This design comes from an exercise in tuning for small area and a short achievable clock period on the open sky130 flow, not from production work.
RTL that was checked went through simulation tests only; none was proved equivalent to the original.
No driver is modelled on the clock port, so clock power and skew are understated where the tree is cut down; a real chip needs a root buffer or a tree.
Power figures rest on the tool's default switching activity, not on a simulated workload.

## syc_FIFO
module syc_FIFO #(
    parameter DATA_WIDTH = 32,
    parameter DEPTH      = 16
)(
    input                       wr_en,
    input                       rd_en,
    input      [DATA_WIDTH-1:0] wr_data,
    input                       clk,
    input                       rstb,
    output reg [DATA_WIDTH-1:0] rd_data,
    output reg                  full,
    output reg                  empty
);
For scale: ~1,100 cells after synthesis, ~570 flip-flops, about 70 I/O pins.
clock: 3.0 ns
lec_check: 0
cap_margin: 20
core_margin: 2
core_utilization: 40
setup_slack_margin: 1.6
slew_margin: 20
run.sh (not shown) runs the stock make flow with config.mk's settings and CLKGATE_MAP_FILE= SYNTH_SCRIPT=/design/flow/synth_recipe.tcl, a recipe that flattens the netlist after the stock synthesis.
Change:
--- a/flow/config.mk
+++ b/flow/config.mk
@@ -9,4 +9,6 @@
 export CORE_MARGIN = 2
 export CORE_UTILIZATION = 40
-export SETUP_SLACK_MARGIN = 1.6
+export CTS_CLUSTER_DIAMETER = 100
+export CTS_CLUSTER_SIZE = 30
+export SETUP_SLACK_MARGIN = 1.2
 export SLEW_MARGIN = 20
Effect: The new run ran to the end with no violations; sequential share of layout area came out higher by 14 points; total power decreases by a quarter to a third; register-to-register slack is better by 90 ps; core utilization is lower by 11 points; cell count is lower by roughly a tenth; clock skew decreases by 14 ps; area after synthesis is unchanged; clock power drops by well over a third; maximum frequency is higher by a few percent; clock-buffer cell count fell by 36.


== wip/violet ==
syc_FIFO, a different RTL version from the one above (not shown whole).
Size in the first run: about 1100 cells after synthesis, about 580 flip-flops, roughly 21000 um^2 of cells after synthesis.
==> flow/config.mk <==
export PLATFORM = sky130hd
export DESIGN_NAME = syc_FIFO
export DESIGN_NICKNAME = syc_FIFO
export VERILOG_FILES = /design/flow/design.v
export SDC_FILE = /design/flow/constraint.sdc
export NUM_CORES = 4
export LEC_CHECK = 0
export CAP_MARGIN = 20
export CORE_MARGIN = 2
export CORE_UTILIZATION = 45
export SETUP_SLACK_MARGIN = 1.4
export SLEW_MARGIN = 20
==> flow/constraint.sdc <==
create_clock -name core_clock -period 3.0 [get_ports {clk}]
set_input_delay 0.6000 -clock core_clock [delete_from_list [all_inputs] [get_ports {clk}]]
set_output_delay 0.6000 -clock core_clock [all_outputs]
set_load 0.01 [all_outputs]
standard.sh (not shown) runs the stock make flow with config.mk's settings and CLKGATE_MAP_FILE= SYNTH_SCRIPT=/design/flow/synth_recipe.tcl, a recipe that flattens the netlist after the stock synthesis.
==> flow/flow/run.sh <==
#!/bin/bash
# Standard ORFS layout (the standard.sh, synthesis unchanged) with:
#  - port buffers of a plain buffer cell instead of the one buffer_ports picks;
#  - a hand-built two-level clock tree (flow/pre_cts.tcl, flow/mancts.tcl)
#    in place of TritonCTS's three-level one;
#  - gate sizing not held to cells of the same footprint.
set -uo pipefail
here=$(pwd)
bash standard.sh \
  BUFFER_PORTS_ARGS="-buffer_cell sky130_fd_sc_hd__buf_2" \
  PRE_CTS_TCL="$here/flow/pre_cts.tcl" \
  MATCH_CELL_FOOTPRINT=0 \
  finish > flow_make.log 2>&1
Other scripts of this flow, unchanged in this note and not shown: flow/flow/mancts.tcl, flow/flow/pre_cts.tcl
Relative to wip/violet, the following input files were edited for wip/harbor:
- CORE_UTILIZATION: 45 -> 35
### Flow results
Every stage of the flow completed for wip/harbor, and the final layout passed the timing, DRC and antenna checks.
Compared with wip/violet, wip/harbor shows a internal power that is 2.2% higher.
Compared wip/violet against wip/harbor; fmax within noise.
wip/harbor against wip/violet; first-iteration DRC count is up slightly.
Any difference in area occupied by registers between wip/violet and wip/harbor is small enough to ignore.
wip/harbor vs. wip/violet: worst path setup slack after routing flat, routed wire length rose by 2.2 mm, final cell count now sits higher.
#### Input delta (wip/umber over wip/harbor)
- swapping 35 for 40 in CORE_UTILIZATION
- swapping 1.4 for 1.45 in SETUP_SLACK_MARGIN
Notes after the runs:
For wip/harbor, the capture point of the critical path was empty, unlike wip/umber, where it was fill[3].
Compared with wip/harbor, wip/umber shows a full die area that is about 12% lower.
Reported for wip/harbor and wip/umber, final hold violation count turned out identical to the last digit.
Changes observed in wip/umber relative to wip/harbor: wire length now sits lower; clock distribution power +about 1%.
Input-level comparison between wip/tundra and wip/umber:
- a change of SETUP_SLACK_MARGIN from 1.45 to 1.4
wip/tundra ended with every stage complete and zero timing, DRC or antenna violations.
Final critical delay including setup and external delays delta (wip/tundra − wip/umber): favourable
wip/umber ended up with fill[3] as its endpoint of the most critical setup path; wip/tundra ended up with full.
The run with more setup slack is wip/tundra; wip/umber has less.
Comparing wip/tundra and wip/umber, synthesis-to-layout area growth is higher on wip/umber.
Slowest cell on the critical path: sky130_fd_sc_hd__dfrtp_1 -> wip/tundra, sky130_fd_sc_hd__or4_4 -> wip/umber
Diff wip/umber -> wip/tundra: count of antenna diodes in the layout climbed 1, detailed route wirelength on metal2 dropped 3.5%, global placement routability congestion climbed about 5%.
Side by side, critical path depth turned out lower in wip/tundra than in wip/umber.
Biggest cell delay along the critical path (wip/tundra over wip/umber): decrease, 0.06 ns
No run of this note takes its clock network from TritonCTS; it comes from the design's own scripts or RTL.


syc_FIFO with an RTL version that a note above also has.
Size in the first run: about 1100 cells after synthesis, roughly 570 flip-flops, ~70 I/O pins, roughly 0.021 sq mm of cells after synthesis.
Settings: LEC_CHECK=0, CAP_MARGIN=20, CORE_MARGIN=2, CORE_UTILIZATION=40, SETUP_SLACK_MARGIN=1.2, SLEW_MARGIN=20; clock period 3.0 ns.
run.sh (not shown) runs the stock make flow with config.mk's settings and CLKGATE_MAP_FILE= SYNTH_SCRIPT=/design/flow/synth_recipe.tcl, a recipe that flattens the netlist after the stock synthesis.
Stock flow here: none of the scripts above is used.
The baseline produced a clean layout.
Then changed:
SETUP_SLACK_MARGIN = default   (was 1.2)
Setup slack is worse by 0.45 ns.
Clock power falls by about 2%.
Clock skew stays flat.
Routed wire length falls by 5.2%.
Cell area falls by 2.1%.


syc_FIFO, a different RTL version from the one above (not shown whole).
Size: about 1100 cells after synthesis, roughly 580 flip-flops, ~70 I/O pins.
## syc_FIFO
module syc_FIFO #(
    parameter DATA_WIDTH = 32,
    parameter DEPTH      = 16
)(
    input                       wr_en,
    input                       rd_en,
    input      [DATA_WIDTH-1:0] wr_data,
    input                       clk,
    input                       rstb,
    output reg [DATA_WIDTH-1:0] rd_data,
    output reg                  full,
    output wire                 empty
);
export LEC_CHECK = 0
export CAP_MARGIN = 20
export CORE_MARGIN = 2
export CORE_UTILIZATION = 40
export CTS_CLUSTER_DIAMETER = 100
export CTS_CLUSTER_SIZE = 30
export SETUP_SLACK_MARGIN = 1.2
export SLEW_MARGIN = 20
create_clock -name core_clock -period 3.0 [get_ports {clk}]
standard.sh (not shown) runs the stock make flow with config.mk's settings and CLKGATE_MAP_FILE= SYNTH_SCRIPT=/design/flow/synth_recipe.tcl, a recipe that flattens the netlist after the stock synthesis.
==> flow/flow/run.sh <==
#!/bin/bash
# Standard ORFS layout (the standard.sh, synthesis unchanged) with port
# buffers of a plain buffer cell instead of the cell buffer_ports picks.
set -uo pipefail
bash standard.sh \
  BUFFER_PORTS_ARGS="-buffer_cell sky130_fd_sc_hd__buf_4" \
  finish > flow_make.log 2>&1
st=$?
exit $st
Change:
==> flow/run.sh (new file) <==
#!/bin/bash
# synth_recipe.tcl (not shown) runs the flow's synth.tcl, then flattens the netlist and writes it again
# the make line also repeats each setting of config.mk as NAME=value (left out here)
make -C /OpenROAD-flow-scripts/flow DESIGN_CONFIG=/design/flow/config.mk WORK_HOME=/design/flow/orfs CLKGATE_MAP_FILE= SYNTH_SCRIPT=/design/flow/synth_recipe.tcl finish
removed: flow/flow/run.sh
removed: flow/standard.sh
The new run produced a clean layout.
Final cell count stays flat.
Final area goes up slightly.
Core utilization goes up by 0.16 points.
Worst setup slack loses 0.11 ns.
No functional check of the RTL was part of any run of this note.

static timing again, ports no longer ideal:
The flow's constraints put no driver on any port. The routed layouts listed below were extracted and timed again, unchanged, in two steps.
Step 1 (the two cells are an assumption about what drives the block):
set clk [get_ports {clk}]
set_driving_cell -lib_cell sky130_fd_sc_hd__clkbuf_16 $clk
set_driving_cell -lib_cell sky130_fd_sc_hd__buf_2 [delete_from_list [all_inputs] $clk]
Step 2 moves the port delays by t, midway between the first and last clock arrival at a register: inputs arrive t later, outputs are due t later. That takes back most of the time a late clock gives input paths.
a / b / c = ideal ports / drivers / drivers and shift; a / b = the first two.
run	shift t [ns]	slack for setup (ns)	hold slack, ns	slew at the worst register clock pin (ns)
the first run of note 1	0.676	1.055 / 1.055 / 0.440	0.106 / 0.072 / 0.471	0.07 / 0.07
the second run of note 1	0.613	1.147 / 1.114 / 0.646	0.142 / 0.114 / 0.488	0.12 / 0.12
wip/violet	0.463	1.356 / 1.247 / 1.006	0.250 / 0.161 / 0.550	0.10 / 0.10
wip/harbor	0.465	1.358 / 1.240 / 1.011	0.270 / 0.177 / 0.529	0.10 / 0.10
wip/umber	0.460	1.328 / 1.247 / 0.966	0.226 / 0.144 / 0.532	0.10 / 0.10
wip/tundra	0.458	1.388 / 1.284 / 1.031	0.234 / 0.162 / 0.529	0.11 / 0.11
the first run of note 3	0.657	1.145 / 1.090 / 0.654	0.117 / 0.087 / 0.475	0.06 / 0.06
the second run of note 3	0.657	0.692 / 0.637 / 0.450	0.483 / 0.483 / 0.483	0.06 / 0.06
the first run of note 4	0.647	1.178 / 1.143 / 0.951	0.019 / -0.009 / 0.491	0.12 / 0.12
the second run of note 4	0.639	1.067 / 1.090 / 0.456	0.063 / 0.035 / 0.485	0.12 / 0.12
After both steps every run listed still meets setup and hold. The setup slack of the first run of note 1, which loses most, moves by 0.000 ns with the drivers and by -0.615 ns with both steps.
